Context: an optimization exercise on an open-source flow, tuned for small area, a short achievable clock period and few clock cycles. The choices shown serve that exercise and are no tape-out recipe.
The RTL was checked by simulation tests, not by an equivalence proof against the original design.
Power and IR drop assume default switching activity.

<file path="flow/run.sh">
#!/bin/bash
# synth_recipe.tcl (not shown) runs the flow's synth.tcl, then flattens the netlist and writes it again
# the make line also repeats each setting of config.mk as NAME=value (left out here)
make -C /OpenROAD-flow-scripts/flow DESIGN_CONFIG=/design/flow/config.mk WORK_HOME=/design/flow/orfs CLKGATE_MAP_FILE= SYNTH_SCRIPT=/design/flow/synth_recipe.tcl finish
</file>
<file path="flow/config.mk">
export PLATFORM = sky130hd
export DESIGN_NAME = CORDIC
export DESIGN_NICKNAME = CORDIC
export VERILOG_FILES = /design/flow/design.v
export SDC_FILE = /design/flow/constraint.sdc
export NUM_CORES = 4
export LEC_CHECK = 0
export ABC_AREA = 1
export CAP_MARGIN = 20
export CORE_MARGIN = 2
export CORE_UTILIZATION = 40
export PLACE_DENSITY = 0.7
export SETUP_SLACK_MARGIN = 4.2
export SLEW_MARGIN = 20
export SYNTH_HIERARCHICAL = 1
export SYNTH_MINIMUM_KEEP_SIZE = 0
</file>
<file path="flow/constraint.sdc">
create_clock -name core_clock -period 7.5 [get_ports {clk}]
set_input_delay 1.5000 -clock core_clock [delete_from_list [all_inputs] [get_ports {clk}]]
set_output_delay 1.5000 -clock core_clock [all_outputs]
set_load 0.01 [all_outputs]
</file>
<file path="flow/design.v">
module CORDIC #(parameter integer W = 32)
(
    input wire clk,
    input wire start,
    input wire signed [31:0] x,
    input wire signed [31:0] y,
    output wire signed [W-1:0]phi,
    output wire done
);
reg [31:0] xr;
reg [31:0] yr;
reg [31:0] z;
reg [4:0] cnt;
reg dn;
reg [0:0] b27;   
reg [2:0] ff;
reg [1:0] c0;
wire d = yr[31];
wire [31:0] xs, ys, xn, yn, zn;
cordic_addsub u_addx (.a(xr), .src(yr), .s({cnt[4:1], c0[0]}), .inv(d), .ld(start), .din(x), .o(xn));
cordic_addsub u_addy (.a(yr), .src(xr), .s({cnt[4:1], ~c0[1]}), .inv(~d), .ld(start), .din(y), .o(yn));
wire [31:0] za;
cordic_ztab u_tab (.i(cnt), .d(d), .dn(dn), .o(za));
cordic_add u_addz (.a(z), .b(za), .o(zn));
wire b26 = ~d;
wire [2:0] fnext;
assign fnext[0] = z[4] & (b26 ? (~z[5] & (&z[10:6])) : (&z[10:5]));
assign fnext[1] = z[4] & (b26 ? (~z[5] & (&z[17:6])) : (&z[17:5]));
assign fnext[2] = z[4] & (b26 ? (~z[5] & (&z[24:6])) : (&z[24:5]));
cordic_fin u_fin (.a(z), .b(b27), .f(ff), .o(phi));
assign done = dn;
always @(posedge clk) begin
    xr <= xn;
    yr <= yn;
    if (start)
        z <= 32'h906dfdfb;
    else
        z <= zn;
    if (start) begin
        cnt <= 5'd0;
        dn  <= 1'b0;
        c0[0] <= 1'b0;
        c0[1] <= 1'b1;
    end else if (!dn) begin
        cnt <= cnt + 5'd1;
        dn  <= (cnt == 5'd26);
        b27 <= {~yn[31]};
        c0[0] <= ~c0[0];
        c0[1] <= ~c0[1];
        if (cnt == 5'd26) ff <= fnext;
    end
end
endmodule
module cordic_shr (input wire [31:0] a, input wire [4:0] s, output wire [31:0] o);
wire [31:0] l0 = s[0] ? {{1{a[31]}}, a[31:1]} : a;
wire [31:0] l1 = s[1] ? {{2{l0[31]}}, l0[31:2]} : l0;
wire [31:0] l2 = s[2] ? {{4{l1[31]}}, l1[31:4]} : l1;
wire [31:0] l3 = s[3] ? {{8{l2[31]}}, l2[31:8]} : l2;
wire [31:0] l4 = s[4] ? {{16{l3[31]}}, l3[31:16]} : l3;
assign o = l4;
endmodule
module cordic_addsub (input wire [31:0] a, input wire [31:0] src, input wire [4:0] s, input wire inv, input wire ld, input wire [31:0] din, output wire [31:0] o);
wire [31:0] ax;
cordic_xor u_x (.a(a), .s(inv), .o(ax));
wire [31:0] p, g;
cordic_shpg u_pg (.a(a), .ax(ax), .src(src), .s(s), .cin(inv), .p(p), .g(g));
cordic_pfxl u_pfx (.p(p), .g(g), .cin(inv), .ld(ld), .din(din), .o(o));
endmodule
module cordic_pfxl (input wire [31:0] p, input wire [31:0] g, input wire cin, input wire ld, input wire [31:0] din, output wire [31:0] o);
wire [31:0] s;
wire G0_1 = g[1] | (p[1] & g[0]);
wire G0_3 = g[3] | (p[3] & g[2]);
wire P0_3 = p[3] & p[2];
wire G0_5 = g[5] | (p[5] & g[4]);
wire P0_5 = p[5] & p[4];
wire G0_7 = g[7] | (p[7] & g[6]);
wire P0_7 = p[7] & p[6];
wire G0_9 = g[9] | (p[9] & g[8]);
wire P0_9 = p[9] & p[8];
wire G0_11 = g[11] | (p[11] & g[10]);
wire P0_11 = p[11] & p[10];
wire G0_13 = g[13] | (p[13] & g[12]);
wire P0_13 = p[13] & p[12];
wire G0_15 = g[15] | (p[15] & g[14]);
wire P0_15 = p[15] & p[14];
wire G0_17 = g[17] | (p[17] & g[16]);
wire P0_17 = p[17] & p[16];
wire G0_19 = g[19] | (p[19] & g[18]);
wire P0_19 = p[19] & p[18];
wire G0_21 = g[21] | (p[21] & g[20]);
wire P0_21 = p[21] & p[20];
wire G0_23 = g[23] | (p[23] & g[22]);
wire P0_23 = p[23] & p[22];
wire G0_25 = g[25] | (p[25] & g[24]);
wire P0_25 = p[25] & p[24];
wire G0_27 = g[27] | (p[27] & g[26]);
wire P0_27 = p[27] & p[26];
wire G0_29 = g[29] | (p[29] & g[28]);
wire P0_29 = p[29] & p[28];
wire G0_31 = g[31] | (p[31] & g[30]);
wire P0_31 = p[31] & p[30];
wire G1_2 = g[2] | (p[2] & G0_1);
wire G1_3 = G0_3 | (P0_3 & G0_1);
wire G1_6 = g[6] | (p[6] & G0_5);
wire P1_6 = p[6] & P0_5;
wire G1_7 = G0_7 | (P0_7 & G0_5);
wire P1_7 = P0_7 & P0_5;
wire G1_10 = g[10] | (p[10] & G0_9);
wire P1_10 = p[10] & P0_9;
wire G1_11 = G0_11 | (P0_11 & G0_9);
wire P1_11 = P0_11 & P0_9;
wire G1_14 = g[14] | (p[14] & G0_13);
wire P1_14 = p[14] & P0_13;
wire G1_15 = G0_15 | (P0_15 & G0_13);
wire P1_15 = P0_15 & P0_13;
wire G1_18 = g[18] | (p[18] & G0_17);
wire P1_18 = p[18] & P0_17;
wire G1_19 = G0_19 | (P0_19 & G0_17);
wire P1_19 = P0_19 & P0_17;
wire G1_22 = g[22] | (p[22] & G0_21);
wire P1_22 = p[22] & P0_21;
wire G1_23 = G0_23 | (P0_23 & G0_21);
wire P1_23 = P0_23 & P0_21;
wire G1_26 = g[26] | (p[26] & G0_25);
wire P1_26 = p[26] & P0_25;
wire G1_27 = G0_27 | (P0_27 & G0_25);
wire P1_27 = P0_27 & P0_25;
wire G1_30 = g[30] | (p[30] & G0_29);
wire P1_30 = p[30] & P0_29;
wire G1_31 = G0_31 | (P0_31 & G0_29);
wire P1_31 = P0_31 & P0_29;
wire G2_4 = g[4] | (p[4] & G1_3);
wire G2_5 = G0_5 | (P0_5 & G1_3);
wire G2_6 = G1_6 | (P1_6 & G1_3);
wire G2_7 = G1_7 | (P1_7 & G1_3);
wire G2_12 = g[12] | (p[12] & G1_11);
wire P2_12 = p[12] & P1_11;
wire G2_13 = G0_13 | (P0_13 & G1_11);
wire P2_13 = P0_13 & P1_11;
wire G2_14 = G1_14 | (P1_14 & G1_11);
wire P2_14 = P1_14 & P1_11;
wire G2_15 = G1_15 | (P1_15 & G1_11);
wire P2_15 = P1_15 & P1_11;
wire G2_20 = g[20] | (p[20] & G1_19);
wire P2_20 = p[20] & P1_19;
wire G2_21 = G0_21 | (P0_21 & G1_19);
wire P2_21 = P0_21 & P1_19;
wire G2_22 = G1_22 | (P1_22 & G1_19);
wire P2_22 = P1_22 & P1_19;
wire G2_23 = G1_23 | (P1_23 & G1_19);
wire P2_23 = P1_23 & P1_19;
wire G2_28 = g[28] | (p[28] & G1_27);
wire P2_28 = p[28] & P1_27;
wire G2_29 = G0_29 | (P0_29 & G1_27);
wire P2_29 = P0_29 & P1_27;
wire G2_30 = G1_30 | (P1_30 & G1_27);
wire P2_30 = P1_30 & P1_27;
wire G2_31 = G1_31 | (P1_31 & G1_27);
wire P2_31 = P1_31 & P1_27;
wire G3_8 = g[8] | (p[8] & G2_7);
wire G3_9 = G0_9 | (P0_9 & G2_7);
wire G3_10 = G1_10 | (P1_10 & G2_7);
wire G3_11 = G1_11 | (P1_11 & G2_7);
wire G3_12 = G2_12 | (P2_12 & G2_7);
wire G3_13 = G2_13 | (P2_13 & G2_7);
wire G3_14 = G2_14 | (P2_14 & G2_7);
wire G3_15 = G2_15 | (P2_15 & G2_7);
wire G3_24 = g[24] | (p[24] & G2_23);
wire P3_24 = p[24] & P2_23;
wire G3_25 = G0_25 | (P0_25 & G2_23);
wire P3_25 = P0_25 & P2_23;
wire G3_26 = G1_26 | (P1_26 & G2_23);
wire P3_26 = P1_26 & P2_23;
wire G3_27 = G1_27 | (P1_27 & G2_23);
wire P3_27 = P1_27 & P2_23;
wire G3_28 = G2_28 | (P2_28 & G2_23);
wire P3_28 = P2_28 & P2_23;
wire G3_29 = G2_29 | (P2_29 & G2_23);
wire P3_29 = P2_29 & P2_23;
wire G3_30 = G2_30 | (P2_30 & G2_23);
wire P3_30 = P2_30 & P2_23;
wire G3_31 = G2_31 | (P2_31 & G2_23);
wire P3_31 = P2_31 & P2_23;
wire G4_16 = g[16] | (p[16] & G3_15);
wire G4_17 = G0_17 | (P0_17 & G3_15);
wire G4_18 = G1_18 | (P1_18 & G3_15);
wire G4_19 = G1_19 | (P1_19 & G3_15);
wire G4_20 = G2_20 | (P2_20 & G3_15);
wire G4_21 = G2_21 | (P2_21 & G3_15);
wire G4_22 = G2_22 | (P2_22 & G3_15);
wire G4_23 = G2_23 | (P2_23 & G3_15);
wire G4_24 = G3_24 | (P3_24 & G3_15);
wire G4_25 = G3_25 | (P3_25 & G3_15);
wire G4_26 = G3_26 | (P3_26 & G3_15);
wire G4_27 = G3_27 | (P3_27 & G3_15);
wire G4_28 = G3_28 | (P3_28 & G3_15);
wire G4_29 = G3_29 | (P3_29 & G3_15);
wire G4_30 = G3_30 | (P3_30 & G3_15);
wire G4_31 = G3_31 | (P3_31 & G3_15);
assign s = p ^ {G4_30, G4_29, G4_28, G4_27, G4_26, G4_25, G4_24, G4_23, G4_22, G4_21, G4_20, G4_19, G4_18, G4_17, G4_16, G3_15, G3_14, G3_13, G3_12, G3_11, G3_10, G3_9, G3_8, G2_7, G2_6, G2_5, G2_4, G1_3, G1_2, G0_1, g[0], cin};
assign o = ld ? din : s;
endmodule
module cordic_shpg (input wire [31:0] a, input wire [31:0] ax, input wire [31:0] src, input wire [4:0] s, input wire cin, output wire [31:0] p, output wire [31:0] g);
wire [31:0] l0 = s[0] ? {{1{src[31]}}, src[31:1]} : src;
wire [31:0] l1 = s[1] ? {{2{l0[31]}}, l0[31:2]} : l0;
wire [31:0] l2 = s[2] ? {{4{l1[31]}}, l1[31:4]} : l1;
wire [31:0] l3 = s[3] ? {{8{l2[31]}}, l2[31:8]} : l2;
wire [31:0] l4 = s[4] ? {{16{l3[31]}}, l3[31:16]} : l3;
assign p = ax ^ l4;
wire [31:0] g1 = a & ~p;
assign g = {g1[31:1], g1[0] | (p[0] & cin)};
endmodule
module cordic_xor (input wire [31:0] a, input wire s, output wire [31:0] o);
assign o = a ^ {32{s}};
endmodule
module cordic_pgx (input wire [31:0] a, input wire [31:0] ax, input wire [31:0] b, input wire cin, output wire [31:0] p, output wire [31:0] g);
assign p = ax ^ b;
wire [31:0] g1 = a & ~p;
assign g = {g1[31:1], g1[0] | (p[0] & cin)};
endmodule
module cordic_pfx (input wire [31:0] p, input wire [31:0] g, input wire cin, output wire [31:0] o);
wire G0_1 = g[1] | (p[1] & g[0]);
wire G0_3 = g[3] | (p[3] & g[2]);
wire P0_3 = p[3] & p[2];
wire G0_5 = g[5] | (p[5] & g[4]);
wire P0_5 = p[5] & p[4];
wire G0_7 = g[7] | (p[7] & g[6]);
wire P0_7 = p[7] & p[6];
wire G0_9 = g[9] | (p[9] & g[8]);
wire P0_9 = p[9] & p[8];
wire G0_11 = g[11] | (p[11] & g[10]);
wire P0_11 = p[11] & p[10];
wire G0_13 = g[13] | (p[13] & g[12]);
wire P0_13 = p[13] & p[12];
wire G0_15 = g[15] | (p[15] & g[14]);
wire P0_15 = p[15] & p[14];
wire G0_17 = g[17] | (p[17] & g[16]);
wire P0_17 = p[17] & p[16];
wire G0_19 = g[19] | (p[19] & g[18]);
wire P0_19 = p[19] & p[18];
wire G0_21 = g[21] | (p[21] & g[20]);
wire P0_21 = p[21] & p[20];
wire G0_23 = g[23] | (p[23] & g[22]);
wire P0_23 = p[23] & p[22];
wire G0_25 = g[25] | (p[25] & g[24]);
wire P0_25 = p[25] & p[24];
wire G0_27 = g[27] | (p[27] & g[26]);
wire P0_27 = p[27] & p[26];
wire G0_29 = g[29] | (p[29] & g[28]);
wire P0_29 = p[29] & p[28];
wire G0_31 = g[31] | (p[31] & g[30]);
wire P0_31 = p[31] & p[30];
wire G1_2 = g[2] | (p[2] & G0_1);
wire G1_3 = G0_3 | (P0_3 & G0_1);
wire G1_6 = g[6] | (p[6] & G0_5);
wire P1_6 = p[6] & P0_5;
wire G1_7 = G0_7 | (P0_7 & G0_5);
wire P1_7 = P0_7 & P0_5;
wire G1_10 = g[10] | (p[10] & G0_9);
wire P1_10 = p[10] & P0_9;
wire G1_11 = G0_11 | (P0_11 & G0_9);
wire P1_11 = P0_11 & P0_9;
wire G1_14 = g[14] | (p[14] & G0_13);
wire P1_14 = p[14] & P0_13;
wire G1_15 = G0_15 | (P0_15 & G0_13);
wire P1_15 = P0_15 & P0_13;
wire G1_18 = g[18] | (p[18] & G0_17);
wire P1_18 = p[18] & P0_17;
wire G1_19 = G0_19 | (P0_19 & G0_17);
wire P1_19 = P0_19 & P0_17;
wire G1_22 = g[22] | (p[22] & G0_21);
wire P1_22 = p[22] & P0_21;
wire G1_23 = G0_23 | (P0_23 & G0_21);
wire P1_23 = P0_23 & P0_21;
wire G1_26 = g[26] | (p[26] & G0_25);
wire P1_26 = p[26] & P0_25;
wire G1_27 = G0_27 | (P0_27 & G0_25);
wire P1_27 = P0_27 & P0_25;
wire G1_30 = g[30] | (p[30] & G0_29);
wire P1_30 = p[30] & P0_29;
wire G1_31 = G0_31 | (P0_31 & G0_29);
wire P1_31 = P0_31 & P0_29;
wire G2_4 = g[4] | (p[4] & G1_3);
wire G2_5 = G0_5 | (P0_5 & G1_3);
wire G2_6 = G1_6 | (P1_6 & G1_3);
wire G2_7 = G1_7 | (P1_7 & G1_3);
wire G2_12 = g[12] | (p[12] & G1_11);
wire P2_12 = p[12] & P1_11;
wire G2_13 = G0_13 | (P0_13 & G1_11);
wire P2_13 = P0_13 & P1_11;
wire G2_14 = G1_14 | (P1_14 & G1_11);
wire P2_14 = P1_14 & P1_11;
wire G2_15 = G1_15 | (P1_15 & G1_11);
wire P2_15 = P1_15 & P1_11;
wire G2_20 = g[20] | (p[20] & G1_19);
wire P2_20 = p[20] & P1_19;
wire G2_21 = G0_21 | (P0_21 & G1_19);
wire P2_21 = P0_21 & P1_19;
wire G2_22 = G1_22 | (P1_22 & G1_19);
wire P2_22 = P1_22 & P1_19;
wire G2_23 = G1_23 | (P1_23 & G1_19);
wire P2_23 = P1_23 & P1_19;
wire G2_28 = g[28] | (p[28] & G1_27);
wire P2_28 = p[28] & P1_27;
wire G2_29 = G0_29 | (P0_29 & G1_27);
wire P2_29 = P0_29 & P1_27;
wire G2_30 = G1_30 | (P1_30 & G1_27);
wire P2_30 = P1_30 & P1_27;
wire G2_31 = G1_31 | (P1_31 & G1_27);
wire P2_31 = P1_31 & P1_27;
wire G3_8 = g[8] | (p[8] & G2_7);
wire G3_9 = G0_9 | (P0_9 & G2_7);
wire G3_10 = G1_10 | (P1_10 & G2_7);
wire G3_11 = G1_11 | (P1_11 & G2_7);
wire G3_12 = G2_12 | (P2_12 & G2_7);
wire G3_13 = G2_13 | (P2_13 & G2_7);
wire G3_14 = G2_14 | (P2_14 & G2_7);
wire G3_15 = G2_15 | (P2_15 & G2_7);
wire G3_24 = g[24] | (p[24] & G2_23);
wire P3_24 = p[24] & P2_23;
wire G3_25 = G0_25 | (P0_25 & G2_23);
wire P3_25 = P0_25 & P2_23;
wire G3_26 = G1_26 | (P1_26 & G2_23);
wire P3_26 = P1_26 & P2_23;
wire G3_27 = G1_27 | (P1_27 & G2_23);
wire P3_27 = P1_27 & P2_23;
wire G3_28 = G2_28 | (P2_28 & G2_23);
wire P3_28 = P2_28 & P2_23;
wire G3_29 = G2_29 | (P2_29 & G2_23);
wire P3_29 = P2_29 & P2_23;
wire G3_30 = G2_30 | (P2_30 & G2_23);
wire P3_30 = P2_30 & P2_23;
wire G3_31 = G2_31 | (P2_31 & G2_23);
wire P3_31 = P2_31 & P2_23;
wire G4_16 = g[16] | (p[16] & G3_15);
wire G4_17 = G0_17 | (P0_17 & G3_15);
wire G4_18 = G1_18 | (P1_18 & G3_15);
wire G4_19 = G1_19 | (P1_19 & G3_15);
wire G4_20 = G2_20 | (P2_20 & G3_15);
wire G4_21 = G2_21 | (P2_21 & G3_15);
wire G4_22 = G2_22 | (P2_22 & G3_15);
wire G4_23 = G2_23 | (P2_23 & G3_15);
wire G4_24 = G3_24 | (P3_24 & G3_15);
wire G4_25 = G3_25 | (P3_25 & G3_15);
wire G4_26 = G3_26 | (P3_26 & G3_15);
wire G4_27 = G3_27 | (P3_27 & G3_15);
wire G4_28 = G3_28 | (P3_28 & G3_15);
wire G4_29 = G3_29 | (P3_29 & G3_15);
wire G4_30 = G3_30 | (P3_30 & G3_15);
wire G4_31 = G3_31 | (P3_31 & G3_15);
assign o = p ^ {G4_30, G4_29, G4_28, G4_27, G4_26, G4_25, G4_24, G4_23, G4_22, G4_21, G4_20, G4_19, G4_18, G4_17, G4_16, G3_15, G3_14, G3_13, G3_12, G3_11, G3_10, G3_9, G3_8, G2_7, G2_6, G2_5, G2_4, G1_3, G1_2, G0_1, g[0], cin};
endmodule
module cordic_add (input wire [31:0] a, input wire [31:0] b, output wire [31:0] o);
wire [31:0] p, g;
cordic_pgz u_pg (.a(a), .b(b), .p(p), .g(g));
cordic_pfx u_pfx (.p(p), .g(g), .cin(1'b0), .o(o));
endmodule
module cordic_pgz (input wire [31:0] a, input wire [31:0] b, output wire [31:0] p, output wire [31:0] g);
assign p = a ^ b;
assign g = a & b;
endmodule
module cordic_ztab (input wire [4:0] i, input wire d, input wire dn, output wire [31:0] o);
wire [31:0] t =
    ({32{i == 5'd0}} & 32'h6487ed52) |
    ({32{i == 5'd1}} & 32'h3b58ce0a) |
    ({32{i == 5'd2}} & 32'h1f5b75fa) |
    ({32{i == 5'd3}} & 32'h0feadd4e) |
    ({32{i == 5'd4}} & 32'h07fd56ee) |
    ({32{i == 5'd5}} & 32'h03ffaab8) |
    ({32{i == 5'd6}} & 32'h01fff556) |
    ({32{i == 5'd7}} & 32'h00fffeaa) |
    ({32{i == 5'd8}} & 32'h007fffd6) |
    ({32{i == 5'd9}} & 32'h003ffffa) |
    ({32{i == 5'd10}} & 32'h00200000) |
    ({32{i == 5'd11}} & 32'h00100000) |
    ({32{i == 5'd12}} & 32'h00080000) |
    ({32{i == 5'd13}} & 32'h00040000) |
    ({32{i == 5'd14}} & 32'h00020000) |
    ({32{i == 5'd15}} & 32'h00010000) |
    ({32{i == 5'd16}} & 32'h00008000) |
    ({32{i == 5'd17}} & 32'h00004000) |
    ({32{i == 5'd18}} & 32'h00002000) |
    ({32{i == 5'd19}} & 32'h00001000) |
    ({32{i == 5'd20}} & 32'h00000800) |
    ({32{i == 5'd21}} & 32'h00000400) |
    ({32{i == 5'd22}} & 32'h00000200) |
    ({32{i == 5'd23}} & 32'h00000100) |
    ({32{i == 5'd24}} & 32'h00000080) |
    ({32{i == 5'd25}} & 32'h00000040) |
    ({32{i == 5'd26}} & 32'h00000020);
assign o = d ? 32'h0 : t;
endmodule
module cordic_fin (input wire [31:0] a, input wire b, input wire [2:0] f, output wire [31:0] o);
assign o[3:0] = a[3:0];
wire c0 = b;
assign o[4] = a[4] ^ c0;
assign o[5] = a[5] ^ (c0 & (&a[4:4]));
assign o[6] = a[6] ^ (c0 & (&a[5:4]));
assign o[7] = a[7] ^ (c0 & (&a[6:4]));
assign o[8] = a[8] ^ (c0 & (&a[7:4]));
assign o[9] = a[9] ^ (c0 & (&a[8:4]));
assign o[10] = a[10] ^ (c0 & (&a[9:4]));
wire c1 = (b & f[0]);
assign o[11] = a[11] ^ c1;
assign o[12] = a[12] ^ (c1 & (&a[11:11]));
assign o[13] = a[13] ^ (c1 & (&a[12:11]));
assign o[14] = a[14] ^ (c1 & (&a[13:11]));
assign o[15] = a[15] ^ (c1 & (&a[14:11]));
assign o[16] = a[16] ^ (c1 & (&a[15:11]));
assign o[17] = a[17] ^ (c1 & (&a[16:11]));
wire c2 = (b & f[1]);
assign o[18] = a[18] ^ c2;
assign o[19] = a[19] ^ (c2 & (&a[18:18]));
assign o[20] = a[20] ^ (c2 & (&a[19:18]));
assign o[21] = a[21] ^ (c2 & (&a[20:18]));
assign o[22] = a[22] ^ (c2 & (&a[21:18]));
assign o[23] = a[23] ^ (c2 & (&a[22:18]));
assign o[24] = a[24] ^ (c2 & (&a[23:18]));
wire c3 = (b & f[2]);
assign o[25] = a[25] ^ c3;
assign o[26] = a[26] ^ (c3 & (&a[25:25]));
assign o[27] = a[27] ^ (c3 & (&a[26:25]));
assign o[28] = a[28] ^ (c3 & (&a[27:25]));
assign o[29] = a[29] ^ (c3 & (&a[28:25]));
assign o[30] = a[30] ^ (c3 & (&a[29:25]));
assign o[31] = a[31] ^ (c3 & (&a[30:25]));
endmodule
</file>
==> results of run 1 <==
-- final cells by class --
cell class / instances / area (µm²)
Timing Repair inverter: 9 / 71.32
Clock buffer: 11 / 232.7
Clock inverter: 5 / 45.04
Multi-Input combinational cell: 2292 / 10850
Sequential cell: 108 / 2238
Inverter: 402 / 1578
Timing Repair Buffer: 162 / 1722
Tap cell: 468 / 585.6
Fill cell: 3971 / 19460
-- per-stage QoR --
stage | std cells | total power, mW | util
after floorplan | 2911 | 6.004 | -
after global placement | 3376 | 7.126 | 0.4345
after detailed placement | 3376 | 7.199 | 0.4345
after CTS | 3417 | 7.730 | 0.4509
after global routing | 3457 | 8.987 | 0.4709
final | 3457 | 7.976 | 0.4709
-- metal layers --
layer  up-vias  global-route usage
met5         -                   0
met4         0             0.08855
met3       135             0.02776
met2       659              0.4004
met1      7801              0.3024
li1       9223                   -
-- sequential cells by signal (all words and copies together) (netlist names) --
name / flops
z: 32
c0: 2
xr: 32
b27: 1
cnt: 5
yr: 32
ff: 3
dn: 1
-- path summary, 6_finish.rpt --
path,to,slack (ns),depth (start not counted)
worst max register to register,yr[17],4.35,25
worst max-delay path,phi[19],4.14,7
worst min register to register,c0[1],0.50,1
worst min-delay path,c0[1],0.50,1
-- power breakdown --
part / switching [mW] / total, mW / internal, mW / leakage [nW]
Sequential: 0.462 / 1.32 / 0.855 / 0.912
Combinational: 3.91 / 6.16 / 2.25 / 9.05
Clock: 0.263 / 0.494 / 0.231 / 0.132
Total: 4.64 / 7.98 / 3.34 / 10.1
-- timing repair --
action,in CTS,in global routing
resized for setup,77,73
gates cloned,8,8
setup endpoints to repair,116,75
pin swaps,1,8
hold buffers,0,0
setup buffers,17,32
-- placed cells by master, fill, tap and decap left out, types with 4 or more instances in the layout --
cell type,n
nand2_1,1167
nand3_1,506
inv_1,381
nor2_1,205
a21oi_1,91
dfxtp_1,89
nand2_2,71
clkdlybuf4s50_1,70
ha_1,52
buf_4,42
o21ai_0,25
xor2_1,22
or2_2,22
nand3b_1,21
dlygate4sd2_1,19
clkinvlp_4,18
clkbuf_16,16
nor3_1,13
nand4_1,10
nand2_4,10
nor2_4,10
nand3_2,9
a21oi_2,9
xnor2_1,8
dfxtp_2,8
nor2_2,7
dfxtp_4,7
buf_12,7
a21o_1,6
a21oi_4,5
inv_8,4
inv_2,4
edfxtp_1,4
dlymetal6s2s_1,4
-- worst reg2reg max path: stages, from the launching register on --
cell and delay, ns:
dfxtp_4 0.39, clkinvlp_4 0.12, buf_12 0.16, clkinv_8 0.09
nand2_1 0.08, nand3_1 0.11, nand3_1 0.15, nand3_1 0.14
nand3_1 0.13, nand2_1 0.11, nand2_1 0.07, nand3_1 0.07
nand2_1 0.06, ha_1 0.17, inv_1 0.06, nand2_2 0.06
nand2_1 0.07, nand2_2 0.07, nand2_2 0.08, nand2_4 0.07
nand2_4 0.10, nand2_8 0.11, ha_1 0.20, nor2_1 0.11
xor2_1 0.14, o21ai_0 0.08
==> results.yml, run 1 <==
status:
  status: "finished clean"
synth:
  syn_area_um2: 15020
  yosys_warnings: 7
  synth_area_per_cell_um2: 5.163
  synth_cells: 2910
global_routing:
  grt_usage: 0.2347
  antenna_found_initial: 0
  grt_pass1_vias: 15290
  grt_pass1_wl_mm: 74.82
  grt_max_degree: 63
  grt-ovfl-total: 0
floorplan:
  boundaryPins: 99
  initial_core_util: 0.4084
  placementRows: 70
  die-area_um2: 39130
  die_h_um: 197.8
  core_area_um2: 36790
  die_x_um: 197.8
layout:
  drive_above_1_share: 0.09267
  area_growth_pct: 15.30
  fin_area_um2: 17320
  diodes: 0
  num-nets-final: 3103
critical_path:
  crit_family: "buffers and inverters"
  critical_path.startpoint: "b27"
  cp_cell_sequence: "buf_6, buf_4, nand2_4, inv_2, ha_1, xor2_1, dlygate4sd2_1"
  cp_slowest_cell: "edfxtp_1"
  critPathCaptureType: "output pin"
  cp.buffers_inverters: 4
  critical_path_class: "flip-flop to output pin"
  critPathLaunchType: "flip-flop"
  worstReg2RegStart: "c0[1]"
  worst_ep_required_time_ns: 6.00
  arrival_ns: 1.86
  crit_fanout: 5
  slowest_delay_ns: 0.40
clocking:
  path_clk_slew_ns: 0.09
  htreeDepth: 3
  root_buffer: "clkbuf_16"
  numCtsBuffers: 9
  cts_tree: "yes"
  cts_sinks: 108
  clk_latency_ns: 0.39
  cts_buffer_depth: 2
drt:
  wl_met1_mm: 20.84
  top_layer: "met4"
  firstDrtPassIters: 8
  ant_nets: 0
  wl_met2_mm: 21.78
  drt-initial-drc-count: 1735
  wl_per_cell_um: 13.90
  routed_wl_mm: 48.05
  vias: 17820
  vias_per_cell: 5.154
  wl_met3_mm: 3.520
  drc: 0
timing:
  holdWs_ns: 0.5008
  post-route-min-period_ns: 3.360
  setup_ws_ns: 4.140
  tns_ns: 0
  rsz0062_at_grt: "true"
  relSlewSlack: 0.3836
  fmax_ghz: 0.2976
  slew_viol_final: 0
  worstMarginPinSlew_ns: 0.9236
  period_share: 0.4480
  setup-violations-final: 0
  fin_worst_skew_ns: 0.01941
  finalHoldViolCount: 0
placement:
  post-dp-hpwl_mm: 34.53
  dpl_worst_slack_ns: 3.415
  post_dp_cell_area_um2: 15980
  port_buffers: 98
  gp_congestion: 0.9772
power:
  power.density_nw_per_um2: 460.4
  vdd_drop_max_uv: 249.4
  p_leak_nw: 10.09
flow_run:
  drv_cap: 0
worst_hold_path:
  worstHoldStart: "c0[1]"
  hold_path.class: "flip-flop to flip-flop"
Testbench counts, summed over its fixed seeds: cycles 22,400.
==> inputs of run 2 (changes only) <==
--- a/flow/config.mk
+++ b/flow/config.mk
@@ -8,8 +8,7 @@
 export ABC_AREA = 1
 export CAP_MARGIN = 20
 export CORE_MARGIN = 2
-export CORE_UTILIZATION = 40
-export PLACE_DENSITY = 0.7
+export CORE_UTILIZATION = 35
 export SETUP_SLACK_MARGIN = 4.2
 export SLEW_MARGIN = 20
 export SYNTH_HIERARCHICAL = 1
==> run 2 against run 1 <==
  * Wire length is 9.4% higher
  * Flip-flop and latch count stayed put
  * Register-to-register slack about the same
==> results.yml, run 2 <==
timing:
  rsz0062_at_grt: "true"
  slew_viol_final: 0
  finalHoldViolCount: 0
  period_share: 0.4395
  tns_ns: 0
  setup-violations-final: 0
  relSlewSlack: 0.3348
  fin_worst_skew_ns: 0.02109
  post-route-min-period_ns: 3.296
  worstMarginPinSlew_ns: 0.9966
  fmax_ghz: 0.3034
worst_hold_path:
  hold_path.class: "flip-flop to flip-flop"
  hold_path_depth: 1
clocking:
  cts_tree: "yes"
  cts_buffer_depth: 2
  htreeDepth: 3
  cts_sinks: 108
  clk_latency_ns: 0.42
  path_clk_slew_ns: 0.09
  root_buffer: "clkbuf_16"
  numCtsBuffers: 9
global_routing:
  grt_usage: 0.2278
  grt-ovfl-total: 0
  grt_max_degree: 66
  antenna_found_initial: 0
  grt_pass1_wl_mm: 81.01
  grt_pass1_vias: 15870
power:
  finalPower_mw: 8.115
  power_switching_mw: 4.750
  internal_power_mw: 3.365
  p_comb_frac: 0.768
  p_leak_nw: 10.10
  seqPwrFrac: 0.168
  power_frac_clock: 0.065
  vdd_drop_max_uv: 223.2
  swShare: 0.5853
  power.density_nw_per_um2: 468.4
critical_path:
  critPathCaptureType: "output pin"
  worst_ep_required_time_ns: 6.00
  arrival_ns: 1.80
  rr_worst_depth: 16
  critPathLaunchType: "flip-flop"
  crit_fanout: 4
  critical_path_class: "flip-flop to output pin"
layout:
  num-nets-final: 3109
  drive_above_1_share: 0.09349
  final_cell_mix: "nand2_1 (1170), nand3_1 (507), inv_1 (381)"
  top_regs: "xr (32), yr (32), z (32)"
  final_common_cell: "nand2_1"
  multi_input_area_um2: 10800
  diodes: 0
  area_growth_pct: 15.32
  seq_area_um2: 2238
  fillers: 4700
placement:
  port_buffers: 98
  post-dp-hpwl_mm: 38.30
  gp_congestion: 0.9186
floorplan:
  die-area_um2: 44600
  die_x_um: 211.2
  placementRows: 75
  boundaryPins: 99
  die_h_um: 211.2
  core_area_um2: 42130
  initial_core_util: 0.3566
synth:
  syn_area_um2: 15020
  yosys_warnings: 7
  synth_area_per_cell_um2: 5.163
  synth_cells: 2910
drt:
  vias_per_cell: 5.107
  wl_per_cell_um: 14.87
  firstDrtPassIters: 8
  drt-initial-drc-count: 1366
  drc: 0
  ant_nets: 0
  vias: 18050
  routed_wl_mm: 52.56
status:
  status: "finished clean"
flow_run:
  drv_cap: 0
==> run 2: layout make-up <==
class	instances	area share
clock buffer	9	0.01300
inverter	402	0.09208
clock inverter	7	0.003900
timing repair inverter	8	0.003466
sequential	108	0.1292
tap	539	0.03893
multi-input combinational	2292	0.6235
timing repair buffer	169	0.09590
==> run 2: worst paths after layout <==
check             startpoint  endpoint  slack (ns)
hold reg to reg        c0[1]     c0[1]        0.46
hold / removal         c0[1]     c0[1]        0.46
setup reg to reg      cnt[2]     z[16]        4.34
setup / recovery         b27    phi[9]        4.20
==> run 2: power by group through the flow <==
stage               combinational, mW  sequential (mW)  clock [mW]
floorplan                        4.89             1.11           0
global placement                 5.83             1.35           0
detailed placement               5.97             1.35           0
CTS                              6.02             1.34       0.542
global route                     7.16             1.39       0.563
finish                           6.23             1.36       0.527
==> run 2: routing by layer <==
| metal | part of all wire | wire length (µm) | global-route usage |
|---|---|---|---|
| met5 | 0 | 0 | 0 |
| met4 | 0.031 | 1623 | 0.07552 |
| met3 | 0.055 | 2898 | 0.02780 |
| met2 | 0.48 | 25010 | 0.4000 |
| met1 | 0.44 | 23030 | 0.2877 |
==> run 2: through the flow <==
stage	cells	area [µm²]	setup slack (ns)	util	hold WS, ns
after floorplan	2911	15030	4.519	-	0.4339
after global placement	3448	16080	3.481	0.3816	0.4534
after detailed placement	3448	16080	3.391	0.3816	0.4645
after CTS	3494	16710	4.014	0.3967	0.4787
after global routing	3534	17330	4.091	0.4112	0.4926
final	3534	17330	4.204	0.4112	0.4586
==> run 2: repair_timing <==
action	4_1_cts	5_1_grt
pin swaps	3	8
setup endpoints to repair	113	73
cloned	8	4
setup buffers	22	36
hold buffers	0	0
resized for setup	78	78
==> run 2: worst max-delay path, stage by stage (launching register included) <==
cell,delay (ns)
edfxtp_1,0.35
buf_6,0.15
buf_4,0.14
nand3_4,0.09
nor2_4,0.12
buf_4,0.12
nand2_1,0.04
nand2_1,0.06
nand2_1,0.04
dlygate4sd2_1,0.27
==> inputs of run 3 (changes only) <==
--- a/flow/design.v
+++ b/flow/design.v
@@ -388,7 +388,7 @@
     ({32{i == 5'd24}} & 32'h00000080) |
     ({32{i == 5'd25}} & 32'h00000040) |
     ({32{i == 5'd26}} & 32'h00000020);
-assign o = d ? 32'h0 : t;
+assign o = (d | dn) ? 32'h0 : t;
 endmodule
 module cordic_fin (input wire [31:0] a, input wire b, input wire [2:0] f, output wire [31:0] o);
 assign o[3:0] = a[3:0];
--- a/flow/config.mk
+++ b/flow/config.mk
@@ -8,7 +8,7 @@
 export ABC_AREA = 1
 export CAP_MARGIN = 20
 export CORE_MARGIN = 2
-export CORE_UTILIZATION = 35
+export CORE_UTILIZATION = 40
 export SETUP_SLACK_MARGIN = 4.2
 export SLEW_MARGIN = 20
 export SYNTH_HIERARCHICAL = 1
==> run 3 against run 2 <==
  * Flip-flop and latch count is the same
  * Critical path depth shrank 4
  * Clock skew shrank 0.0096 ns
  * Largest power group unchanged
  * Wire length shrank 0.88%
  * Worst setup slack lost 0.11 ns
  * Core utilization grew 6.0 points
==> results.yml, run 3 <==
status:
  status: "finished clean"
critical_path:
  crit_fanout: 4
  cp_cell_sequence: "buf_12, nand2_4, inv_1, ha_1, clkdlybuf4s50_1"
  critPathCaptureType: "output pin"
  worstReg2RegStart: "cnt[1]"
  worst_ep_required_time_ns: 6.00
  r2r_slack_ns: 4.30
  critical_path_class: "flip-flop to output pin"
  r2r_end: "xr[17]"
  slowest_delay_ns: 0.53
  critPathLaunchType: "flip-flop"
  cp_slowest_cell: "clkdlybuf4s50_1"
  arrival_ns: 1.91
  rr_worst_depth: 21
clocking:
  htreeDepth: 3
  root_buffer: "clkbuf_16"
  numCtsBuffers: 9
  ctsHoldBuffers: 0
  cts_buffer_depth: 2
  path_clk_slew_ns: 0.08
  cts_sinks: 108
  cts_tree: "yes"
  clk_latency_ns: 0.40
layout:
  fillers: 4053
  area_growth_pct: 16.90
  drive_above_1_share: 0.1030
  final_common_cell: "nand2_1"
  final_cell_mix: "nand2_1 (1161), nand3_1 (498), inv_1 (372)"
  num-nets-final: 3115
  multi_input_area_um2: 10910
  diodes: 0
  top_regs: "xr (32), yr (32), z (32)"
  seq_area_um2: 2236
floorplan:
  die_x_um: 197.9
  core_area_um2: 37310
  initial_core_util: 0.4032
  boundaryPins: 99
  die_h_um: 197.9
  die-area_um2: 39170
  placementRows: 71
worst_hold_path:
  holdPathEnd: "c0[1]"
  hold_path_depth: 1
  hold_path.class: "flip-flop to flip-flop"
  worstHoldStart: "c0[1]"
timing:
  setup_ws_ns: 4.093
  period_share: 0.4543
  fmax_ghz: 0.2935
  post-route-min-period_ns: 3.407
  fin_worst_skew_ns: 0.01153
  slew_viol_final: 0
  tns_ns: 0
  relSlewSlack: 0.3497
  worstMarginPinSlew_ns: 0.9743
  finalHoldViolCount: 0
  rsz0062_at_grt: "true"
  setup-violations-final: 0
global_routing:
  antenna_found_initial: 0
  grt_usage: 0.2532
  top_usage_layer: "met2"
  grt_max_degree: 49
  grt-ovfl-total: 0
  gr-usage-met1: 0.3151
  grt_pass1_vias: 15660
  use_met2: 0.4511
  grt_pass1_wl_mm: 79.59
  use_met3: 0.03253
power:
  power.density_nw_per_um2: 461.5
  p_leak_nw: 10.20
  vdd_drop_max_uv: 200.5
placement:
  gp_congestion: 0.9444
  port_buffers: 98
  dpl_worst_slack_ns: 3.495
  post-dp-hpwl_mm: 37.42
drt:
  firstDrtPassIters: 6
  wl_per_cell_um: 14.99
  vias_per_cell: 5.219
  ant_nets: 0
  routed_wl_mm: 52.10
  drc: 0
  vias: 18140
  drt-initial-drc-count: 1745
synth:
  syn_area_um2: 15040
  yosys_warnings: 7
  synth_area_per_cell_um2: 5.184
  synth_cells: 2902
flow_run:
  drv_cap: 0
-- run 3: area by class of cell --
| class | instances | share of cell area |
|---|---|---|
| inverter | 399 | 0.09050 |
| timing repair buffer | 184 | 0.1082 |
| clock inverter | 2 | 0.0009961 |
| clock buffer | 14 | 0.01501 |
| timing repair inverter | 10 | 0.004269 |
| sequential | 108 | 0.1271 |
| tap | 474 | 0.03372 |
| multi-input combinational | 2284 | 0.6201 |
-- run 3: repair_timing --
action                     4_1_cts  5_1_grt
setup buffers                   15       56
pin swaps                        2       11
setup endpoints to repair      117       77
resized for setup               69      101
cloned                           6       10
-- run 3: power breakdown --
| group | switching, mW | leakage [nW] | internal (mW) | total (mW) |
|---|---|---|---|---|
| combinational | 4.00 | 9.15 | 2.29 | 6.29 |
| sequential | 0.471 | 0.913 | 0.855 | 1.33 |
| clock | 0.256 | 0.137 | 0.246 | 0.503 |
-- run 3: how the worst max path moves through the flow --
stage                     cells after the start  slack [ns]       to   start
after floorplan                              24        4.51   xr[17]  cnt[1]
after global placement                       21        3.50   yr[17]  cnt[3]
after detailed placement                     22        3.49   xr[17]   c0[0]
after CTS                                     8        3.99  phi[28]     b27
after global routing                          5        4.03  phi[11]     b27
final                                         5        4.09  phi[11]     b27
-- run 3: critical path: cells and delay by family (launching register included) --
kind / cells / cell delay [ns]
buf+inv: 3 / 0.74
flops: 1 / 0.42
fa+ha+maj: 1 / 0.26
simple gates: 1 / 0.09
-- run 3: routing by layer --
metal,vias to the layer above,share of wire
met1,8121,0.42
met4,0,0.030
met5,-,0
met2,634,0.49
li1,9265,-
met3,116,0.066
-- run 3: stage by stage --
stage	total power [mW]	std cells	utilization	area, µm²	hold WS [ns]
5_1_grt	9.110	3475	0.4713	17590	0.5046
2_1_floorplan	6.001	2903	-	15050	0.4339
3_5_place_dp	7.308	3372	0.4289	16000	0.4560
4_1_cts	7.864	3409	0.4447	16590	0.4674
3_3_place_gp	7.184	3372	0.4289	16000	0.4574
6_report	8.115	3475	0.4713	17590	0.4924
Testbench counts of run 3, summed over its fixed seeds: cycles 22,400.
==> inputs of run 4 (changes only) <==
--- a/flow/config.mk
+++ b/flow/config.mk
@@ -9,7 +9,7 @@
 export CAP_MARGIN = 20
 export CORE_MARGIN = 2
 export CORE_UTILIZATION = 40
-export SETUP_SLACK_MARGIN = 4.2
+export SETUP_SLACK_MARGIN = 4
 export SLEW_MARGIN = 20
 export SYNTH_HIERARCHICAL = 1
 export SYNTH_MINIMUM_KEEP_SIZE = 0
==> run 4 against run 3 <==
  * Die area is the same
  * Sequential power is essentially flat
  * Total power shrank 2.4%
  * Area after synthesis is the same
  * Maximum frequency shrank 0.33%
  * Critical endpoint is now phi[27]
  * Critical path type unchanged
  * Design area shrank 3.9%
  * Flip-flop and latch count is the same
  * Core utilization shrank 1.9 points
  * Clock power is essentially flat
  * Cell count shrank 1.2%
  * Via count shrank 1.7%
==> results.yml, run 4 <==
worst_hold_path:
  hold_path_depth: 1
  hold_path.class: "flip-flop to flip-flop"
  holdPathEnd: "c0[1]"
  worstHoldStart: "c0[1]"
critical_path:
  r2r_end: "z[16]"
  arrival_ns: 1.92
  rr_worst_depth: 17
  critical_path_class: "flip-flop to output pin"
  crit_family: "buffers and inverters"
  cp_cell_sequence: "buf_12, nand2_4, nor2_4, buf_4, nor2_1, nor2_1, clkdlybuf4s50_1"
  r2r_slack_ns: 4.21
  crit_fanout: 5
  slowest_delay_ns: 0.53
  cp_slowest_cell: "clkdlybuf4s50_1"
  worst_ep_required_time_ns: 6.00
  crit_top_cell: "nor2_1"
  critPathLaunchType: "flip-flop"
  worstReg2RegStart: "cnt[1]"
  critPathCaptureType: "output pin"
  cp.buffers_inverters: 3
timing:
  setup-violations-final: 0
  finalHoldViolCount: 0
  tns_ns: 0
  fin_worst_skew_ns: 0.01287
  rsz0062_at_grt: "true"
  post-route-min-period_ns: 3.419
  fmax_ghz: 0.2925
  holdWs_ns: 0.4663
  period_share: 0.4558
  worstMarginPinSlew_ns: 0.9739
  relSlewSlack: 0.3500
  setup_ws_ns: 4.081
  slew_viol_final: 0
power:
  power_frac_clock: 0.064
  internal_power_mw: 3.303
  p_comb_frac: 0.770
  vdd_drop_max_uv: 200.7
  power_switching_mw: 4.614
  finalPower_mw: 7.917
  swShare: 0.5828
  seqPwrFrac: 0.166
  power.density_nw_per_um2: 468.7
  p_leak_nw: 9.859
global_routing:
  grt-ovfl-total: 0
  grt_max_degree: 49
  grt_pass1_wl_mm: 79.06
  grt_usage: 0.2511
  antenna_found_initial: 0
  grt_pass1_vias: 15620
placement:
  post-dp-hpwl_mm: 37.42
  port_buffers: 98
  gp_congestion: 0.9444
  dpl_worst_slack_ns: 3.495
drt:
  routed_wl_mm: 49.99
  drc: 0
  vias: 17820
  ant_nets: 0
  drt-initial-drc-count: 1701
  wl_per_cell_um: 14.56
  firstDrtPassIters: 6
  vias_per_cell: 5.190
synth:
  synth_cells: 2902
  synth_area_per_cell_um2: 5.184
  syn_area_um2: 15040
  yosys_warnings: 7
layout:
  area_growth_pct: 12.30
  top_regs: "xr (32), yr (32), z (32)"
  drive_above_1_share: 0.07500
  final_common_cell: "nand2_1"
  fillers: 4090
  diodes: 0
  num-nets-final: 3074
  final_cell_mix: "nand2_1 (1169), nand3_1 (513), inv_1 (377)"
  post-route-util: 0.4528
clocking:
  cts_tree: "yes"
  root_buffer: "clkbuf_16"
  path_clk_slew_ns: 0.08
  cts_buffer_depth: 2
  clk_latency_ns: 0.40
  numCtsBuffers: 9
  cts_sinks: 108
  ctsHoldBuffers: 0
  htreeDepth: 3
floorplan:
  boundaryPins: 99
  core_area_um2: 37310
  die_x_um: 197.9
  die-area_um2: 39170
  initial_core_util: 0.4032
  die_h_um: 197.9
  placementRows: 71
flow_run:
  drv_cap: 0
status:
  status: "finished clean"
run 4: cell types whose count changed in the layout (fill, tap and decap cells not counted), moves of 6 or more:
| cell | previous run | this run |
|---|---|---|
| nand3_2 | 15 | 2 |
| clkdlybuf4s50_1 | 70 | 84 |
| nand2_1 | 1161 | 1169 |
| buf_4 | 62 | 33 |
| nand3_1 | 498 | 513 |
| dlygate4sd2_1 | 14 | 5 |
| clkbuf_16 | 15 | 9 |
run 4: metrics by stage:
step | cell area, µm² | std cells
after floorplan | 15050 | 2903
after global placement | 16000 | 3372
after detailed placement | 16000 | 3372
after CTS | 16460 | 3400
after global routing | 16890 | 3434
final | 16890 | 3434
run 4: cell type report:
type / instances / area (µm²) / share of cell area
inverter: 399 / 1572 / 0.09302
timing repair inverter: 9 / 65.06 / 0.003851
clock buffer: 14 / 264.0 / 0.01563
tap: 474 / 593.1 / 0.03511
clock inverter: 2 / 17.52 / 0.001037
timing repair buffer: 144 / 1455 / 0.08614
sequential: 108 / 2226 / 0.1318
multi-input combinational: 2284 / 10700 / 0.6335
run 4: worst register-to-register path, delay by kind of cell (launching register included):
family	cells	cell delay, ns
compound gates	1	0.17
buf+inv	2	0.29
flops	1	0.47
simple gates	12	1.64
fa+ha+maj	2	0.62
run 4: what timing repair did:
item / in CTS / in global routing
resized for setup: 34 / 48
hold endpoints to repair: 0 / 0
pin swaps: 0 / 3
setup endpoints to repair: 104 / 74
setup buffers: 6 / 31
cloned: 6 / 3
run 4: how the worst max path moves through the flow:
stage,endpoint,cells after the start,start
3_5_place_dp,xr[17],22,c0[0]
2_1_floorplan,xr[17],24,cnt[1]
4_1_cts,phi[21],8,b27
3_3_place_gp,yr[17],21,cnt[3]
6_report,phi[27],7,b27
5_1_grt,phi[10],6,b27
run 4: power by group through the flow:
stage                     combinational [mW]  sequential, mW  clock [mW]
final                                   6.10            1.32       0.506
after global routing                    7.02            1.35       0.538
after CTS                               6.04            1.31       0.523
after detailed placement                5.98            1.33           0
after global placement                  5.85            1.33           0
after floorplan                         4.89            1.11           0
run 4: layer usage:
layer | global-route usage | routed length [µm]
met1 | 0.3127 | 21570
met2 | 0.4459 | 24270
met3 | 0.03134 | 2677
met4 | 0.08438 | 1476
met5 | 0 | 0
==> inputs of run 5 (changes only) <==
--- a/flow/design.v
+++ b/flow/design.v
@@ -388,7 +388,7 @@
     ({32{i == 5'd24}} & 32'h00000080) |
     ({32{i == 5'd25}} & 32'h00000040) |
     ({32{i == 5'd26}} & 32'h00000020);
-assign o = (d | dn) ? 32'h0 : t;
+assign o = d ? 32'h0 : t;
 endmodule
 module cordic_fin (input wire [31:0] a, input wire b, input wire [2:0] f, output wire [31:0] o);
 assign o[3:0] = a[3:0];
==> run 5 against run 4 <==
  * Via count is 1.5% lower
  * Worst setup slack worse by 0.0037 ns
  * Total power hardly changed
  * Core utilization is 0.092 points higher
  * Critical path depth stayed put
  * Area after synthesis is 0.12% lower
  * Non-clock buffer count is 19 lower
  * Clock power hardly changed
  * Worst hold slack better by 0.0089 ns
  * Sequential power hardly changed
  * Clock-buffer cell count is 5 lower
  * Critical path type unchanged
  * Largest cell class unchanged
  * Largest power group unchanged
  * Highest routed layer unchanged
==> results.yml, run 5 <==
status:
  status: "finished clean"
clocking:
  cts_sinks: 108
  htreeDepth: 3
  path_clk_slew_ns: 0.09
  root_buffer: "clkbuf_16"
  numCtsBuffers: 9
  clk_latency_ns: 0.40
  cts_tree: "yes"
  cts_buffer_depth: 2
floorplan:
  placementRows: 70
  initial_core_util: 0.4084
  core_area_um2: 36790
  boundaryPins: 99
  die_h_um: 197.8
  die_x_um: 197.8
  die-area_um2: 39130
timing:
  fin_worst_skew_ns: 0.01614
  tns_ns: 0
  fmax_ghz: 0.2922
  setup-violations-final: 0
  relSlewSlack: 0.3482
  worstMarginPinSlew_ns: 0.9767
  setup_ws_ns: 4.078
  slew_viol_final: 0
  post-route-min-period_ns: 3.422
  period_share: 0.4563
  rsz0062_at_grt: "true"
  finalHoldViolCount: 0
drt:
  vias_per_cell: 5.135
  firstDrtPassIters: 7
  routed_wl_mm: 49.85
  drc: 0
  vias: 17560
  ant_nets: 0
  drt-initial-drc-count: 1414
  wl_per_cell_um: 14.58
placement:
  post_dp_cell_area_um2: 15990
  dp_cells: 3377
  post-dp-hpwl_mm: 37.65
  gp_congestion: 0.9502
  port_buffers: 98
  dpl_worst_slack_ns: 3.617
global_routing:
  grt_max_degree: 88
  use_met2: 0.4541
  grt_usage: 0.2520
  antenna_found_initial: 0
  grt-ovfl-total: 0
  grt_pass1_vias: 15590
  gr-usage-met1: 0.3125
  use_met3: 0.03066
  top_usage_layer: "met2"
  grt_pass1_wl_mm: 78.96
critical_path:
  cp_slowest_cell: "clkdlybuf4s50_1"
  critical_path_class: "flip-flop to output pin"
  critPathCaptureType: "output pin"
  worst_ep_required_time_ns: 6.00
  slowest_delay_ns: 0.53
  arrival_ns: 1.92
  critPathLaunchType: "flip-flop"
  crit_fanout: 5
  cp_cell_sequence: "buf_12, nand2_2, nor2_4, nand2_1, inv_1, nor2_1, clkdlybuf4s50_1"
power:
  p_leak_nw: 9.826
  power.density_nw_per_um2: 474.0
  vdd_drop_max_uv: 213.2
synth:
  syn_area_um2: 15020
  yosys_warnings: 7
  synth_area_per_cell_um2: 5.163
  synth_cells: 2910
layout:
  drive_above_1_share: 0.06642
  fin_area_um2: 16690
  diodes: 0
  top_regs: "xr (32), yr (32), z (32)"
  stdcell_count: 3419
  final_common_cell: "nand2_1"
  post-route-util: 0.4537
  num-nets-final: 3065
  final_cell_mix: "nand2_1 (1178), nand3_1 (513), inv_1 (383)"
  area_growth_pct: 11.08
flow_run:
  drv_cap: 0
worst_hold_path:
  hold_path.class: "flip-flop to flip-flop"
-- run 5: routing by layer --
layer  vias up  part of all wire
met1      7812              0.43
met3        79             0.054
met2       521              0.49
li1       9145                 -
met5         -                 0
met4         0             0.028
-- run 5: worst paths after layout --
kind / end / startpoint / slack, ns / depth (start not counted)
worst min-delay path: c0[1] / c0[1] / 0.48 / 1
worst min register to register: c0[1] / c0[1] / 0.48 / 1
worst max-delay path: phi[27] / b27 / 4.08 / 7
worst max register to register: z[16] / cnt[1] / 4.24 / 18
-- run 5: metrics by stage --
step	power, mW	hold slack, ns
6_report	7.910	0.4752
5_1_grt	8.887	0.5049
3_5_place_dp	7.316	0.4691
4_1_cts	7.867	0.4816
2_1_floorplan	6.004	0.4339
3_3_place_gp	7.189	0.4565
-- run 5: what timing repair did --
| item | 4_1_cts | 5_1_grt |
|---|---|---|
| hold buffers | 0 | 0 |
| pin swaps | 1 | 4 |
| setup buffers | 2 | 16 |
| resized for setup | 29 | 43 |
| cloned | 7 | 1 |
| setup endpoints to repair | 80 | 73 |
-- run 5: area by class of cell --
cell class	count	area, µm²
repair inverters	8	60.06
clock buffers	9	225.2
inverters	402	1579
multi-input cells	2292	10660
clock inverters	7	56.30
flip-flops and latches	108	2220
well taps	468	585.6
fillers	4052	20100
repair buffers	125	1308
-- run 5: critical path: cells and delay by family, from the launching register on --
kind	cells	cell delay, ns
buf+inv	3	0.75
flops	1	0.43
simple gates	4	0.33
-- run 5: where the power goes --
part | leakage, nW | switching [mW] | internal, mW
combinational | 8.77 | 3.89 | 2.19
sequential | 0.912 | 0.478 | 0.853
clock | 0.142 | 0.274 | 0.231
total | 9.83 | 4.64 | 3.27
Testbench counts of run 5, summed over its fixed seeds: cycles 22,400.
==> inputs of run 6 (changes only) <==
--- a/flow/config.mk
+++ b/flow/config.mk
@@ -8,7 +8,7 @@
 export ABC_AREA = 1
 export CAP_MARGIN = 20
 export CORE_MARGIN = 2
-export CORE_UTILIZATION = 40
+export CORE_UTILIZATION = 45
 export SETUP_SLACK_MARGIN = 4
 export SLEW_MARGIN = 20
 export SYNTH_HIERARCHICAL = 1
==> run 6 against run 5 <==
  * Still clean on timing, DRC and antenna
  * Area after synthesis is the same
  * Clock-buffer cell count grew 2
  * Register-to-register slack lost 0.03 ns
  * Highest routed layer unchanged
==> results.yml, run 6 <==
status:
  status: "finished clean"
layout:
  post-route-util: 0.5119
  drive_above_1_share: 0.07063
  area_growth_pct: 11.42
  diodes: 0
  top_regs: "xr (32), yr (32), z (32)"
  num-nets-final: 3073
  final_common_cell: "nand2_1"
  final_cell_mix: "nand2_1 (1177), nand3_1 (512), inv_1 (384)"
  fillers: 3612
power:
  swShare: 0.5833
  finalPower_mw: 7.877
  p_comb_frac: 0.767
  seqPwrFrac: 0.170
  power_switching_mw: 4.594
  power_frac_clock: 0.063
  internal_power_mw: 3.283
  p_leak_nw: 9.856
  vdd_drop_max_uv: 243.6
  power.density_nw_per_um2: 470.5
timing:
  finalHoldViolCount: 0
  fmax_ghz: 0.2924
  slew_viol_final: 0
  holdWs_ns: 0.4691
  post-route-min-period_ns: 3.421
  relSlewSlack: 0.3869
  fin_worst_skew_ns: 0.008305
  rsz0062_at_grt: "true"
  tns_ns: 0
  setup-violations-final: 0
  worstMarginPinSlew_ns: 0.9186
  setup_ws_ns: 4.079
  period_share: 0.4561
drt:
  routed_wl_mm: 49.24
  wl_per_cell_um: 14.48
  drc: 0
  vias_per_cell: 5.171
  vias: 17590
  ant_nets: 0
  drt-initial-drc-count: 1393
  firstDrtPassIters: 6
flow_run:
  drv_cap: 0
floorplan:
  placementRows: 66
  initial_core_util: 0.4594
  die_h_um: 186.7
  boundaryPins: 99
  die_x_um: 186.7
  core_area_um2: 32700
  die-area_um2: 34860
worst_hold_path:
  holdPathEnd: "c0[1]"
  hold_path_depth: 1
  worstHoldStart: "c0[1]"
  hold_path.class: "flip-flop to flip-flop"
synth:
  synth_cells: 2910
  synth_area_per_cell_um2: 5.163
  yosys_warnings: 7
  syn_area_um2: 15020
critical_path:
  cp_slowest_cell: "clkdlybuf4s50_1"
  rr_worst_depth: 15
  critPathCaptureType: "output pin"
  cp_cell_sequence: "buf_6, nand2_4, nor2_4, buf_4, nand3_1, nand2_1, nand2_1, clkdlybuf4s50_1"
  arrival_ns: 1.92
  slowest_delay_ns: 0.53
  crit_fanout: 5
  r2r_end: "z[16]"
  critPathLaunchType: "flip-flop"
  crit_top_cell: "nand2_1"
  worstReg2RegStart: "cnt[2]"
  critical_path_class: "flip-flop to output pin"
  r2r_slack_ns: 4.21
  worst_ep_required_time_ns: 6.00
clocking:
  cts_tree: "yes"
  htreeDepth: 3
  cts_sinks: 108
  path_clk_slew_ns: 0.08
  root_buffer: "clkbuf_16"
  clk_latency_ns: 0.39
  cts_buffer_depth: 2
  numCtsBuffers: 9
global_routing:
  grt-ovfl-total: 0
  antenna_found_initial: 0
  grt_pass1_wl_mm: 78.78
  grt_max_degree: 89
  grt_pass1_vias: 15550
  grt_usage: 0.2740
placement:
  post-dp-hpwl_mm: 37.24
  port_buffers: 98
  dpl_worst_slack_ns: 3.664
  gp_congestion: 0.9715
-- run 6: worst max-delay path by stage --
stage | startpoint | end | slack [ns] | depth (start not counted)
after global placement | cnt[1] | b27 | 3.62 | 21
after floorplan | cnt[2] | xr[17] | 4.52 | 23
final | b27 | phi[30] | 4.08 | 8
after CTS | b27 | phi[28] | 4.01 | 8
after detailed placement | cnt[1] | b27 | 3.66 | 21
after global routing | c0[0] | xr[17] | 3.96 | 24
-- run 6: per-stage QoR --
step	std cells	area [µm²]
2_1_floorplan	2911	15030
3_3_place_gp	3351	15970
3_5_place_dp	3351	15970
4_1_cts	3376	16390
5_1_grt	3401	16740
6_report	3401	16740
-- run 6: final cells by class --
type                       count  area (µm²)  area share
clock inverter                 5       35.03    0.002093
timing repair inverter         8       60.06    0.003588
timing repair buffer         133        1341     0.08013
inverter                     402        1577     0.09418
multi-input combinational   2292       10710      0.6397
sequential                   108        2223      0.1328
clock buffer                  11       242.7     0.01450
tap                          442       553.0     0.03304
-- run 6: repair_timing --
item	4_1_cts	5_1_grt
setup buffers	4	22
gates resized for setup	30	41
pin swaps	0	4
gates cloned	5	3
endpoints found under the setup margin	72	66
hold buffers	0	0
hold endpoints to repair	0	0
-- run 6: power by group through the flow --
stage               registers, mW  logic, mW  clock network [mW]
global route                 1.38       6.99               0.531
finish                       1.34       6.04               0.494
floorplan                    1.11       4.89                   0
global placement             1.35       5.83                   0
CTS                          1.34       5.98               0.512
detailed placement           1.36       5.94                   0
-- run 6: critical path: cells and delay by family (launching register included) --
| kind | cells | cell delay (ns) |
|---|---|---|
| buf+inv | 3 | 0.82 |
| flops | 1 | 0.38 |
| simple gates | 5 | 0.32 |
-- run 6: routing by layer --
| metal | GRT usage | wire (µm) |
|---|---|---|
| met4 | 0.09096 | 1257 |
| met1 | 0.3354 | 21630 |
| met3 | 0.03724 | 2311 |
| met2 | 0.4920 | 24040 |
| met5 | 0 | 0 |
==> inputs of run 7 (changes only) <==
--- a/flow/config.mk
+++ b/flow/config.mk
@@ -8,8 +8,8 @@
 export ABC_AREA = 1
 export CAP_MARGIN = 20
 export CORE_MARGIN = 2
-export CORE_UTILIZATION = 45
-export SETUP_SLACK_MARGIN = 4
+export CORE_UTILIZATION = 40
+export SETUP_SLACK_MARGIN = 3.9
 export SLEW_MARGIN = 20
 export SYNTH_HIERARCHICAL = 1
 export SYNTH_MINIMUM_KEEP_SIZE = 0
==> run 7 against run 6 <==
  * Area after synthesis is the same
  * Die area rose by 12%
  * Global-route usage is 2.3 points lower
  * Via count down 0.22%
  * Critical endpoint is now phi[25]
  * Largest power group unchanged
  * Worst setup slack lost 0.11 ns
  * Critical path depth is 3 lower
  * First-iteration DRC count increased by 2.2%
  * Clock-buffer cell count shrank 2
  * Still clean on timing, DRC and antenna
==> results.yml, run 7 <==
status:
  status: "finished clean"
layout:
  area_growth_pct: 10.60
  diodes: 0
  drive_above_1_share: 0.06407
  fillers: 4065
  num-nets-final: 3064
  top_regs: "xr (32), yr (32), z (32)"
  stdcell_count: 3418
  final_common_cell: "nand2_1"
  final_cell_mix: "nand2_1 (1180), nand3_1 (514), inv_1 (384)"
global_routing:
  grt_max_degree: 88
  grt_usage: 0.2511
  grt_pass1_vias: 15540
  grt_pass1_wl_mm: 78.66
  antenna_found_initial: 0
  grt-ovfl-total: 0
floorplan:
  placementRows: 70
  initial_core_util: 0.4084
  die_x_um: 197.8
  die-area_um2: 39130
  boundaryPins: 99
  core_area_um2: 36790
  die_h_um: 197.8
timing:
  holdWs_ns: 0.4727
  relSlewSlack: 0.3444
  finalHoldViolCount: 0
  fin_worst_skew_ns: 0.01558
  tns_ns: 0
  setup-violations-final: 0
  fmax_ghz: 0.2835
  post-route-min-period_ns: 3.527
  slew_viol_final: 0
  period_share: 0.4703
  rsz0062_at_grt: "true"
  worstMarginPinSlew_ns: 0.9823
  setup_ws_ns: 3.973
drt:
  vias_per_cell: 5.134
  firstDrtPassIters: 8
  wl_per_cell_um: 14.54
  ant_nets: 0
  drc: 0
  drt-initial-drc-count: 1424
  routed_wl_mm: 49.71
  vias: 17550
critical_path:
  critPathCaptureType: "output pin"
  worst_ep_required_time_ns: 6.00
  critPathLaunchType: "flip-flop"
  slowest_delay_ns: 0.52
  crit_family: "buffers and inverters"
  worstReg2RegStart: "cnt[2]"
  crit_fanout: 5
  critical_path.startpoint: "b27"
  cp.buffers_inverters: 3
  arrival_ns: 2.03
  critical_path_class: "flip-flop to output pin"
  cp_slowest_cell: "clkdlybuf4s50_1"
  cp_cell_sequence: "buf_12, nand2_2, inv_1, ha_1, clkdlybuf4s50_1"
clocking:
  ctsHoldBuffers: 0
  clk_latency_ns: 0.40
  path_clk_slew_ns: 0.09
  cts_tree: "yes"
  numCtsBuffers: 9
  htreeDepth: 3
  root_buffer: "clkbuf_16"
  cts_sinks: 108
  cts_buffer_depth: 2
worst_hold_path:
  hold_path.class: "flip-flop to flip-flop"
  worstHoldStart: "c0[1]"
synth:
  yosys_warnings: 7
  synth_area_per_cell_um2: 5.163
  synth_cells: 2910
  syn_area_um2: 15020
flow_run:
  drv_cap: 0
power:
  p_leak_nw: 9.768
  power.density_nw_per_um2: 475.4
  vdd_drop_max_uv: 214.0
placement:
  dp_cells: 3377
  port_buffers: 98
  gp_congestion: 0.9502
  post-dp-hpwl_mm: 37.65
  dpl_worst_slack_ns: 3.617
[run 7: routing by layer]
| layer | routed length, µm | vias up | GRT usage |
|---|---|---|---|
| li1 | - | 9137 | - |
| met1 | 21300 | 7821 | 0.3103 |
| met2 | 24370 | 515 | 0.4511 |
| met3 | 2712 | 75 | 0.03185 |
| met4 | 1323 | 0 | 0.07825 |
| met5 | 0 | - | 0 |
[run 7: where the power goes]
part	internal (mW)	total, mW	switching (mW)
Combinational	2.18	6.06	3.88
Sequential	0.852	1.33	0.479
Clock	0.231	0.505	0.274
[run 7: layout make-up]
class,count,area (µm²),share of cell area
clock inverters,7,56.30,0.003388
inverters,402,1569,0.09442
multi-input cells,2292,10640,0.6401
well taps,468,585.6,0.03524
flip-flops and latches,108,2217,0.1334
clock buffers,9,225.2,0.01355
repair inverters,8,60.06,0.003614
repair buffers,124,1267,0.07627
[run 7: metrics by stage]
stage	area [µm²]	total power, mW	utilization
6_report	16620	7.901	0.4517
5_1_grt	16620	8.876	0.4517
4_1_cts	16390	7.871	0.4455
3_5_place_dp	15990	7.316	0.4347
3_3_place_gp	15990	7.189	0.4347
2_1_floorplan	15030	6.004	-
[run 7: final timing paths]
check / slack (ns) / cells past startpoint / to
max: 3.97 / 5 / phi[25]
max reg2reg: 4.16 / 21 / xr[17]
min: 0.47 / 1 / c0[1]
min reg2reg: 0.47 / 1 / c0[1]
[run 7: what timing repair did]
action	in CTS	in global routing
endpoints found under the hold margin	0	0
gates resized for setup	24	22
setup buffers	1	16
endpoints found under the setup margin	58	62
pin swaps	0	0
gates cloned	7	1

what the ideal ports hide:
How much do the figures lean on ideal ports? The routed layouts below were timed once more, with nothing changed but the port constraints.
Step 1 (the two cells are an assumption about what drives the block):
set clk [get_ports {clk}]
set_driving_cell -lib_cell sky130_fd_sc_hd__clkbuf_16 $clk
set_driving_cell -lib_cell sky130_fd_sc_hd__buf_2 [delete_from_list [all_inputs] $clk]
Step 2, shift: input delay + t, output delay - t, t = (earliest + latest rising clock arrival at the registers) / 2. This alone moves slack from input paths to output paths.
Slacks: ideal ports / drivers / drivers and shift; pairs: ideal ports / drivers.
run | shift t [ns] | setup slack, ns | slew at the worst register clock pin (ns) | worst slew at a driven data input, ns
run 1 | 0.440 | 4.140 / 4.082 / 4.353 | 0.09 / 0.09 | 0.06
run 2 | 0.466 | 4.204 / 4.146 / 4.126 | 0.09 / 0.09 | 0.05
run 3 | 0.448 | 4.093 / 4.036 / 4.220 | 0.08 / 0.08 | 0.05
run 4 | 0.448 | 4.081 / 4.025 / 4.209 | 0.08 / 0.08 | 0.05
run 5 | 0.443 | 4.078 / 4.027 / 3.904 | 0.09 / 0.09 | 0.04
run 6 | 0.438 | 4.079 / 4.024 / 4.206 | 0.08 / 0.08 | 0.04
run 7 | 0.442 | 3.973 / 3.921 / 3.705 | 0.09 / 0.09 | 0.04
After both steps setup and hold are still met in every run listed. For run 7, which loses most, drivers alone change the setup slack by -0.052 ns; drivers and shift together by -0.268 ns.
